Background: an optimization exercise with open tools, aiming at small area and a short achievable clock period. Do not read the settings as production practice. The RTL was checked by simulation tests, not by an equivalence proof against the original design.

==> inputs of nickel <==
Design DP4_pipe, start of the top module:
module DP4_pipe(
    mode, clk, reset,
    a, b, c, d, e, f, g, h,
    DP4
);
input mode, clk, reset;
input [31:0] a, b, c, d, e, f, g, h;
output [31:0] DP4;
function [22:0] man;                  
    input m;
    input [31:0] x;
    man = m ? x[22:0] : {x[9:0], 13'b0};
endfunction
function [7:0] pexp;                  
    input m;
    input [31:0] x, y;
    pexp = m ? (x[30:23] + y[30:23] - 8'd127) : ({3'b0, x[14:10]} + {3'b0, y[14:10]} - 8'd15);
endfunction
function [35:0] booth;                
    input [22:0] y;
    reg [24:0] z;
    integer i;
    begin
        z = {1'b1, y, 1'b0};          
        for (i = 0; i < 12; i = i + 1) begin
            booth[24 + i] = z[2*i+2];
            booth[12 + i] = (z[2*i+2] & ~z[2*i+1] & ~z[2*i]) | (~z[2*i+2] & z[2*i+1] & z[2*i]);
            booth[i]      = z[2*i+1] ^ z[2*i];
        end
    end
endfunction
reg        m1;
reg [22:0] xa1, xc1, xe1, xg1;
reg [35:0] yb1, yd1, yf1, yh1;
reg [7:0]  eab1, ecd1, eef1, egh1;
reg [3:0]  sg1;
always @(posedge clk) begin
    m1 <= mode;
    xa1 <= man(mode, a); yb1 <= booth(man(mode, b));
  ...
make LEC_CHECK=0 CAP_MARGIN=0 CORE_MARGIN=2 CORE_UTILIZATION=48 PLACE_DENSITY=0.65 SETUP_SLACK_MARGIN=3.0 SLEW_MARGIN=0 SYNTH_HIERARCHICAL=1 SYNTH_MINIMUM_KEEP_SIZE=0 finish   # period 8.8 ns
run.sh (not shown) runs the stock make flow with config.mk's settings and CLKGATE_MAP_FILE= SYNTH_SCRIPT=/design/flow/synth_recipe.tcl, a recipe that flattens the netlist after the stock synthesis.
==> inputs of juniper, as changes to nickel <==
--- a/flow/design.v
+++ b/flow/design.v
@@ -161,29 +161,28 @@
         t = s[1] ? {t[30:0], 16'b0} : t;
         lsh47h = s[0] ? {t[38:0],  8'b0} : t;
     end
 endfunction
 wire [46:0] mh = lsh47h(mg[46:0], lz[5:3]);
-reg        m4, sgn4, up4;
+reg        m4, sgn4, up4, rsh4;
 reg [30:0] h4;                        
 reg [2:0]  lzl4;
 reg [7:0]  e4;
 reg [5:0]  lz4;
 reg [1:0]  k4;
-reg        rsh4;
 always @(posedge clk or posedge reset) begin
     if (reset) begin
-        m4 <= 1'b0; sgn4 <= 1'b0; up4 <= 1'b0;
-        h4 <= 31'b0; lzl4 <= 3'b0; e4 <= 8'b0; lz4 <= 6'b0; k4 <= 2'b0; rsh4 <= 1'b0;
+        m4 <= 1'b0; sgn4 <= 1'b0; up4 <= 1'b0; rsh4 <= 1'b0;
+        h4 <= 31'b0; lzl4 <= 3'b0; e4 <= 8'b0; lz4 <= 6'b0; k4 <= 2'b0;
     end else begin
         m4 <= m3;
         e4 <= e3;
+        sgn4 <= neg & ~zfix;
+        up4 <= rsh & ~zfix & (m3 ? c32 : c16);
         rsh4 <= rsh & ~zfix;
         k4 <= k;
         lz4 <= zfix ? 6'd46 : lz;
-        sgn4 <= neg & ~zfix;
-        up4 <= rsh & ~zfix & (m3 ? c32 : c16);
         lzl4 <= (rsh | zfix) ? 3'b0 : lz[2:0];
         h4 <= zfix ? {tone, 30'b0} : (rsh ? {mr, 7'b0} : mh[46:16]);
     end
 end
 function [23:0] lsh31l;               
@@ -196,17 +195,17 @@
         t = s[0] ? {t[29:0], 1'b0} : t;
         lsh31l = t[30:7];
     end
 endfunction
 wire [23:0] n4  = lsh31l(h4, lzl4);
-wire [7:0]  ex   = rsh4 ? e4 + {6'b0, k4} : e4 - {2'b0, lz4};
-wire        o32  = up4 & (&h4[29:7]);
-wire [22:0] f32  = up4 ? h4[29:7] + 23'd1 : n4[22:0];
-wire [7:0]  x32  = ex + {7'b0, o32};
-wire        o16  = up4 & (&h4[29:20]);
-wire [9:0]  f16  = up4 ? h4[29:20] + 10'd1 : n4[22:13];
-wire [4:0]  x16  = ex[4:0] + {4'b0, o16};
+wire [7:0]  ex  = rsh4 ? e4 + {6'b0, k4} : e4 - {2'b0, lz4};
+wire [24:0] r32v = {1'b0, n4} + {24'b0, up4};
+wire [22:0] f32  = r32v[24] ? r32v[23:1] : r32v[22:0];
+wire [7:0]  x32  = ex + {7'b0, r32v[24]};
+wire [11:0] r16v = {1'b0, n4[23:13]} + {11'b0, up4};
+wire [9:0]  f16  = r16v[11] ? r16v[10:1] : r16v[9:0];
+wire [4:0]  x16  = ex[4:0] + {4'b0, r16v[11]};
 assign DP4 = m4 ? {sgn4, x32, f32} : {16'b0, sgn4, x16, f16};
 endmodule
 module MUL(x, one, two, neg, p);
 input [22:0] x;
 input [11:0] one, two, neg;
==> flow/config.mk (replaced) <==
export PLATFORM = sky130hd
export DESIGN_NAME = DP4_pipe
export DESIGN_NICKNAME = DP4_pipe
export VERILOG_FILES = /design/flow/design.v
export SDC_FILE = /design/flow/constraint.sdc
export NUM_CORES = 4
export LEC_CHECK = 0
export CAP_MARGIN = 20
export CORE_MARGIN = 2
export CORE_UTILIZATION = 60
export PLACE_DENSITY = 0.75
export SETUP_SLACK_MARGIN = 3.2
export SLEW_MARGIN = 20
export SYNTH_HIERARCHICAL = 1
export SYNTH_MINIMUM_KEEP_SIZE = 0
==> inputs of lagoon, as changes to nickel <==
--- a/flow/design.v
+++ b/flow/design.v
@@ -119,28 +119,24 @@
 wire [51:0] tcd = {52{sg2[2]}} ^ {4'b0, rsh48(pcd2, scd2)};
 wire [51:0] tef = {52{sg2[1]}} ^ {4'b0, rsh48(pef2, sef2)};
 wire [51:0] tgh = {52{sg2[0]}} ^ {4'b0, rsh48(pgh2, sgh2)};
 wire [51:0] sx, sy, ssum;
 SUM4  u_sum(tab, tcd, tef, tgh, sg2[3:2], sx, sy);
-ADD52 u_add(sx, sy, ssum);
-reg        m3;
-reg [1:0]  c3;
+ADD52 u_add(sx, sy, sg2[1], ssum);
+reg        m3, c3;
 reg [51:0] s3;
 reg [7:0]  e3;
 always @(posedge clk) begin
     m3 <= m2;
-    c3 <= {sg2[1] & sg2[0], sg2[1] ^ sg2[0]};
+    c3 <= sg2[0];
     s3 <= ssum;
     e3 <= e2;
 end
 wire        neg = s3[51];
-wire        all1 = &s3[51:1];
-wire        zfix = all1 & (s3[0] ? (c3 != 2'd0) : c3[1]);    
-wire        tone = all1 & s3[0] & c3[1];                      
+wire        zfix = c3 & (&s3);
 wire [49:0] u   = s3[49:0] ^ {50{neg}};
-wire [1:0]  inc = neg ? (2'd2 - c3) : c3;
-wire [49:0] mg  = u + {48'b0, inc};
+wire [49:0] mg  = u + {48'b0, neg & ~c3, c3};
 wire        rsh = |mg[49:47];
 wire [1:0]  k   = mg[49] ? 2'd3 : (mg[48] ? 2'd2 : 2'd1);
 wire [23:0] mr  = mg[49] ? mg[49:26] : (mg[48] ? mg[48:25] : mg[47:24]);
 wire        g32 = mg[49] ? mg[25] : (mg[48] ? mg[24] : mg[23]);
 wire        r32 = mg[49] ? mg[24] : (mg[48] ? mg[23] : mg[22]);
@@ -150,63 +146,51 @@
 wire        t16 = mg[49] ? |mg[36:28] : (mg[48] ? |mg[35:27] : |mg[34:26]);
 wire        c32 = g32 & (r32 | mr[0] | t32);
 wire        c16 = g16 & (r16 | mr[13] | t16);
 wire [5:0]  lz;                       
 LZC64 u_lzc({mg[46:1], 1'b1, 17'b0}, lz);
-function [46:0] lsh47h;
+function [46:0] lsh47;                
     input [46:0] v;
-    input [2:0] s;
+    input [5:0] s;
     reg [46:0] t;
     begin
-        t = s[2] ? {v[14:0], 32'b0} : v;
-        t = s[1] ? {t[30:0], 16'b0} : t;
-        lsh47h = s[0] ? {t[38:0],  8'b0} : t;
+        t = s[5] ? {v[14:0], 32'b0} : v;
+        t = s[4] ? {t[30:0], 16'b0} : t;
+        t = s[3] ? {t[38:0],  8'b0} : t;
+        t = s[2] ? {t[42:0],  4'b0} : t;
+        t = s[1] ? {t[44:0],  2'b0} : t;
+        lsh47 = s[0] ? {t[45:0],  1'b0} : t;
     end
 endfunction
-wire [46:0] mh = lsh47h(mg[46:0], lz[5:3]);
-reg        m4, sgn4, up4;
-reg [30:0] h4;                        
-reg [2:0]  lzl4;
+wire [46:0] ml = lsh47(mg[46:0], lz);
+reg        m4, sgn4, up4, rsh4;
+reg [23:0] n4;
 reg [7:0]  e4;
 reg [5:0]  lz4;
 reg [1:0]  k4;
-reg        rsh4;
 always @(posedge clk or posedge reset) begin
     if (reset) begin
-        m4 <= 1'b0; sgn4 <= 1'b0; up4 <= 1'b0;
-        h4 <= 31'b0; lzl4 <= 3'b0; e4 <= 8'b0; lz4 <= 6'b0; k4 <= 2'b0; rsh4 <= 1'b0;
+        m4 <= 1'b0; sgn4 <= 1'b0; up4 <= 1'b0; rsh4 <= 1'b0;
+        n4 <= 24'b0; e4 <= 8'b0; lz4 <= 6'b0; k4 <= 2'b0;
     end else begin
         m4 <= m3;
         e4 <= e3;
+        sgn4 <= neg & ~zfix;
+        up4 <= rsh & ~zfix & (m3 ? c32 : c16);
         rsh4 <= rsh & ~zfix;
         k4 <= k;
         lz4 <= zfix ? 6'd46 : lz;
-        sgn4 <= neg & ~zfix;
-        up4 <= rsh & ~zfix & (m3 ? c32 : c16);
-        lzl4 <= (rsh | zfix) ? 3'b0 : lz[2:0];
-        h4 <= zfix ? {tone, 30'b0} : (rsh ? {mr, 7'b0} : mh[46:16]);
+        n4 <= zfix ? 24'b0 : (rsh ? mr : ml[46:23]);
     end
 end
-function [23:0] lsh31l;               
-    input [30:0] v;
-    input [2:0] s;
-    reg [30:0] t;
-    begin
-        t = s[2] ? {v[26:0], 4'b0} : v;
-        t = s[1] ? {t[28:0], 2'b0} : t;
-        t = s[0] ? {t[29:0], 1'b0} : t;
-        lsh31l = t[30:7];
-    end
-endfunction
-wire [23:0] n4  = lsh31l(h4, lzl4);
-wire [7:0]  ex   = rsh4 ? e4 + {6'b0, k4} : e4 - {2'b0, lz4};
-wire        o32  = up4 & (&h4[29:7]);
-wire [22:0] f32  = up4 ? h4[29:7] + 23'd1 : n4[22:0];
-wire [7:0]  x32  = ex + {7'b0, o32};
-wire        o16  = up4 & (&h4[29:20]);
-wire [9:0]  f16  = up4 ? h4[29:20] + 10'd1 : n4[22:13];
-wire [4:0]  x16  = ex[4:0] + {4'b0, o16};
+wire [7:0]  ex  = rsh4 ? e4 + {6'b0, k4} : e4 - {2'b0, lz4};
+wire [24:0] r32v = {1'b0, n4} + {24'b0, up4};
+wire [22:0] f32  = r32v[24] ? r32v[23:1] : r32v[22:0];
+wire [7:0]  x32  = ex + {7'b0, r32v[24]};
+wire [11:0] r16v = {1'b0, n4[23:13]} + {11'b0, up4};
+wire [9:0]  f16  = r16v[11] ? r16v[10:1] : r16v[9:0];
+wire [4:0]  x16  = ex[4:0] + {4'b0, r16v[11]};
 assign DP4 = m4 ? {sgn4, x32, f32} : {16'b0, sgn4, x16, f16};
 endmodule
 module MUL(x, one, two, neg, p);
 input [22:0] x;
 input [11:0] one, two, neg;
@@ -533,11 +517,11 @@
 wire ms587, mc588; FA u_ms587(mc414, mc496, ms497, ms587, mc588);
 wire ms589, mc590; FA u_ms589(1'b1, mc498, ms499, ms589, mc590);
 wire ms591, mc592; FA u_ms591(sn11, 1'b1, mc500, ms591, mc592);
 wire [47:0] r0 = {mc590, mc588, mc586, mc584, mc582, mc580, mc578, mc576, mc574, mc572, mc570, mc568, mc566, mc564, mc562, mc560, mc558, mc556, mc554, mc552, mc550, mc548, mc546, mc544, mc542, mc540, mc538, mc536, mc534, mc532, mc530, mc528, mc526, mc524, mc522, mc520, mc518, mc516, mc514, mc512, mc510, mc508, mc506, mc504, mc502, neg[1], pp0[1], pp0[0]};
 wire [47:0] r1 = {ms591, ms589, ms587, ms585, ms583, ms581, ms579, ms577, ms575, ms573, ms571, ms569, ms567, ms565, ms563, ms561, ms559, ms557, ms555, ms553, ms551, ms549, ms547, ms545, ms543, ms541, ms539, ms537, ms535, ms533, ms531, ms529, ms527, ms525, ms523, ms521, ms519, ms517, ms515, ms513, ms511, ms509, ms507, ms505, ms503, ms501, 1'b0, neg[0]};
-ADD48 u_add(r0, r1, p);
+ADD48 u_add(r0, r1, 1'b0, p);
 endmodule
 module SUM4(t0, t1, t2, t3, ng, x, y);
 input [51:0] t0, t1, t2, t3;
 input [1:0] ng;
 output [51:0] x, y;
@@ -648,16 +632,17 @@
 FA u2_49(a[49], b[49], t3[49], x[49], c[50]);
 FA u2_50(a[50], b[50], t3[50], x[50], c[51]);
 FA u2_51(a[51], b[51], t3[51], x[51], c[52]);
 assign y = c[51:0];
 endmodule
-module ADD48(a, b, y);
+module ADD48(a, b, ci, y);
 input [47:0] a, b;
+input ci;
 output [47:0] y;
 wire [47:0] p = a ^ b;
 wire [47:0] g0 = a & b;
-wire [47:0] G0 = g0;
+wire [47:0] G0 = {g0[47:1], g0[0] | (p[0] & ci)};
 wire [47:0] P0 = p;
 wire [47:0] G1, P1;
 assign G1[0] = G0[0];
 assign P1[0] = P0[0];
 assign G1[1] = G0[1] | (P0[1] & G0[0]);
@@ -1237,18 +1222,19 @@
 assign P6[45] = P5[45] & P5[31];
 assign G6[46] = G5[46] | (P5[46] & G5[31]);
 assign P6[46] = P5[46] & P5[31];
 assign G6[47] = G5[47] | (P5[47] & G5[31]);
 assign P6[47] = P5[47] & P5[31];
-assign y = p ^ {G6[46:0], 1'b0};
+assign y = p ^ {G6[46:0], ci};
 endmodule
-module ADD52(a, b, y);
+module ADD52(a, b, ci, y);
 input [51:0] a, b;
+input ci;
 output [51:0] y;
 wire [51:0] p = a ^ b;
 wire [51:0] g0 = a & b;
-wire [51:0] G0 = g0;
+wire [51:0] G0 = {g0[51:1], g0[0] | (p[0] & ci)};
 wire [51:0] P0 = p;
 wire [51:0] G1, P1;
 assign G1[0] = G0[0];
 assign P1[0] = P0[0];
 assign G1[1] = G0[1] | (P0[1] & G0[0]);
@@ -1876,11 +1862,11 @@
 assign P6[49] = P5[49] & P5[31];
 assign G6[50] = G5[50] | (P5[50] & G5[31]);
 assign P6[50] = P5[50] & P5[31];
 assign G6[51] = G5[51] | (P5[51] & G5[31]);
 assign P6[51] = P5[51] & P5[31];
-assign y = p ^ {G6[50:0], 1'b0};
+assign y = p ^ {G6[50:0], ci};
 endmodule
 module FA(a, b, c, s, co);
 input a, b, c;
 output s, co;
 assign s = a ^ b ^ c;
==> flow/config.mk (replaced) <==
export PLATFORM = sky130hd
export DESIGN_NAME = DP4_pipe
export DESIGN_NICKNAME = DP4_pipe
export VERILOG_FILES = /design/flow/design.v
export SDC_FILE = /design/flow/constraint.sdc
export NUM_CORES = 4
export LEC_CHECK = 0
export CAP_MARGIN = 20
export CORE_MARGIN = 2
export CORE_UTILIZATION = 40
export PLACE_DENSITY = 0.6
export SETUP_SLACK_MARGIN = 3.5
export SLEW_MARGIN = 20
export SYNTH_HIERARCHICAL = 1
export SYNTH_MINIMUM_KEEP_SIZE = 0
==> inputs of xenon, as changes to nickel <==
==> flow/config.mk (replaced) <==
export PLATFORM = sky130hd
export DESIGN_NAME = DP4_pipe
export DESIGN_NICKNAME = DP4_pipe
export VERILOG_FILES = /design/flow/design.v
export SDC_FILE = /design/flow/constraint.sdc
export NUM_CORES = 4
export LEC_CHECK = 0
export CAP_MARGIN = 0
export CORE_MARGIN = 2
export CORE_UTILIZATION = 40
export PLACE_DENSITY = 0.6
export SETUP_SLACK_MARGIN = 2.6
export SLEW_MARGIN = 0
export SYNTH_HIERARCHICAL = 1
export SYNTH_MINIMUM_KEEP_SIZE = 0
==> impl_metrics.ini <==
[sta]
clock-skew-final_ps = 46.0

[finish]
n_multi_input_combinational_cell = 8933
layout-drive-gt1-share_pct = 24.9
diodes = 28

[setup_path]
worst_path_largest_cell_delay_ps = 560
timing.critical_path.mode_cell = sky130_fd_sc_hd__fa_1
cp_num_cells = 19

[grt]
grt.met1_usage_pct = 37.4

[run_status]
status = no timing/DRC/antenna violations
The numbers above come from lagoon.

==> impl_metrics.ini <==
[sta]
clock-skew-final_ps = 37.1
drv_slew = 0

[grt]
grt_overflow = 0
number_of_antenna_violations_at_the_first_check_in_global_routing = 12
grt.met1_usage_pct = 42.3

[detailed_routing]
count_of_nets_left_with_antenna_violations_after_detail_routing = 0

[finish]
layout-drive-gt1-share_pct = 12.7
area.share.sequential_pct = 11.7
n_multi_input_combinational_cell = 8667
diodes = 0
finish.cell_count_without_fillers = 13278

[setup_path]
worst_path_largest_cell_delay_ps = 570
cp_num_cells = 18

[placement]
placed_area_um2 = 103000

[synth]
area_share_of_the_leading_cell_type_in_the_synthesized_netlist_pct = 24.4

[run_status]
status = no timing/DRC/antenna violations
The numbers above come from nickel.

==> impl_metrics.ini <==
[setup_path]
cp_num_cells = 22
path_buf_inv = 4
worstSetupStartpoint = lzl4[1]
timing.critical_path.mode_cell = sky130_fd_sc_hd__ha_4
reg2regPathDepth = 19

[detailed_routing]
detail_route.iter0.violations = 12573

[grt]
grt-busiest-layer = met2
grt.met1_usage_pct = 51.7

[finish]
registers.top_by_ff_count = s3
n_multi_input_combinational_cell = 8694

[die]
fp-row-count = 149

[sta]
clock-skew-final_ps = 59.8
summed_negative_setup_slack_over_all_endpoints_ps = 0

[run_status]
status = no timing/DRC/antenna violations

[synth]
edff_count_synth = 0
The numbers above come from juniper.

==> impl_metrics.ini <==
[run_status]
status = no timing/DRC/antenna violations

[grt]
grt-busiest-layer = met2
grt.met1_usage_pct = 37.2

[setup_path]
worst_path_largest_cell_delay_ps = 620
timing.critical_path.mode_cell = sky130_fd_sc_hd__fa_1
cp_num_cells = 16

[sta]
clock-skew-final_ps = 32.6

[finish]
layout-drive-gt1-share_pct = 8.54

[synth]
synthesis.instances = 10409
The numbers above come from xenon.

==> what the ideal ports hide <==
The results above use ideal ports. As a check the final layouts listed here were re-extracted and re-timed, cells and wires unchanged. Step 1 sets driving cells, clkbuf_16 on the clock port and buf_2 on the other inputs (assumed; they add their load-dependent delay and slew). Step 2 moves the port delays by t, midway between the first and last clock arrival at a register: inputs arrive t later, outputs are due t later. That takes back most of the time a late clock gives input paths. Three values: ideal ports, drivers, drivers and shift; two values: the first two.
run | shift t [ns] | setup slack, ns | worst setup path at the end | worst register clock-pin slew, ns | worst slew at a driven data input, ns
nickel | 0.803 | 2.990 / 2.990 / 2.990 | register to register | 0.07 / 0.07 | 0.08
juniper | 0.836 | 2.652 / 2.559 / 2.881 | register to register | 0.08 / 0.08 | 0.08
lagoon | 0.845 | 3.172 / 3.172 / 3.172 | register to register | 0.08 / 0.08 | 0.07
xenon | 0.827 | 2.742 / 2.742 / 2.742 | register to register | 0.08 / 0.08 | 0.06
After both steps setup and hold are still met in every run listed.
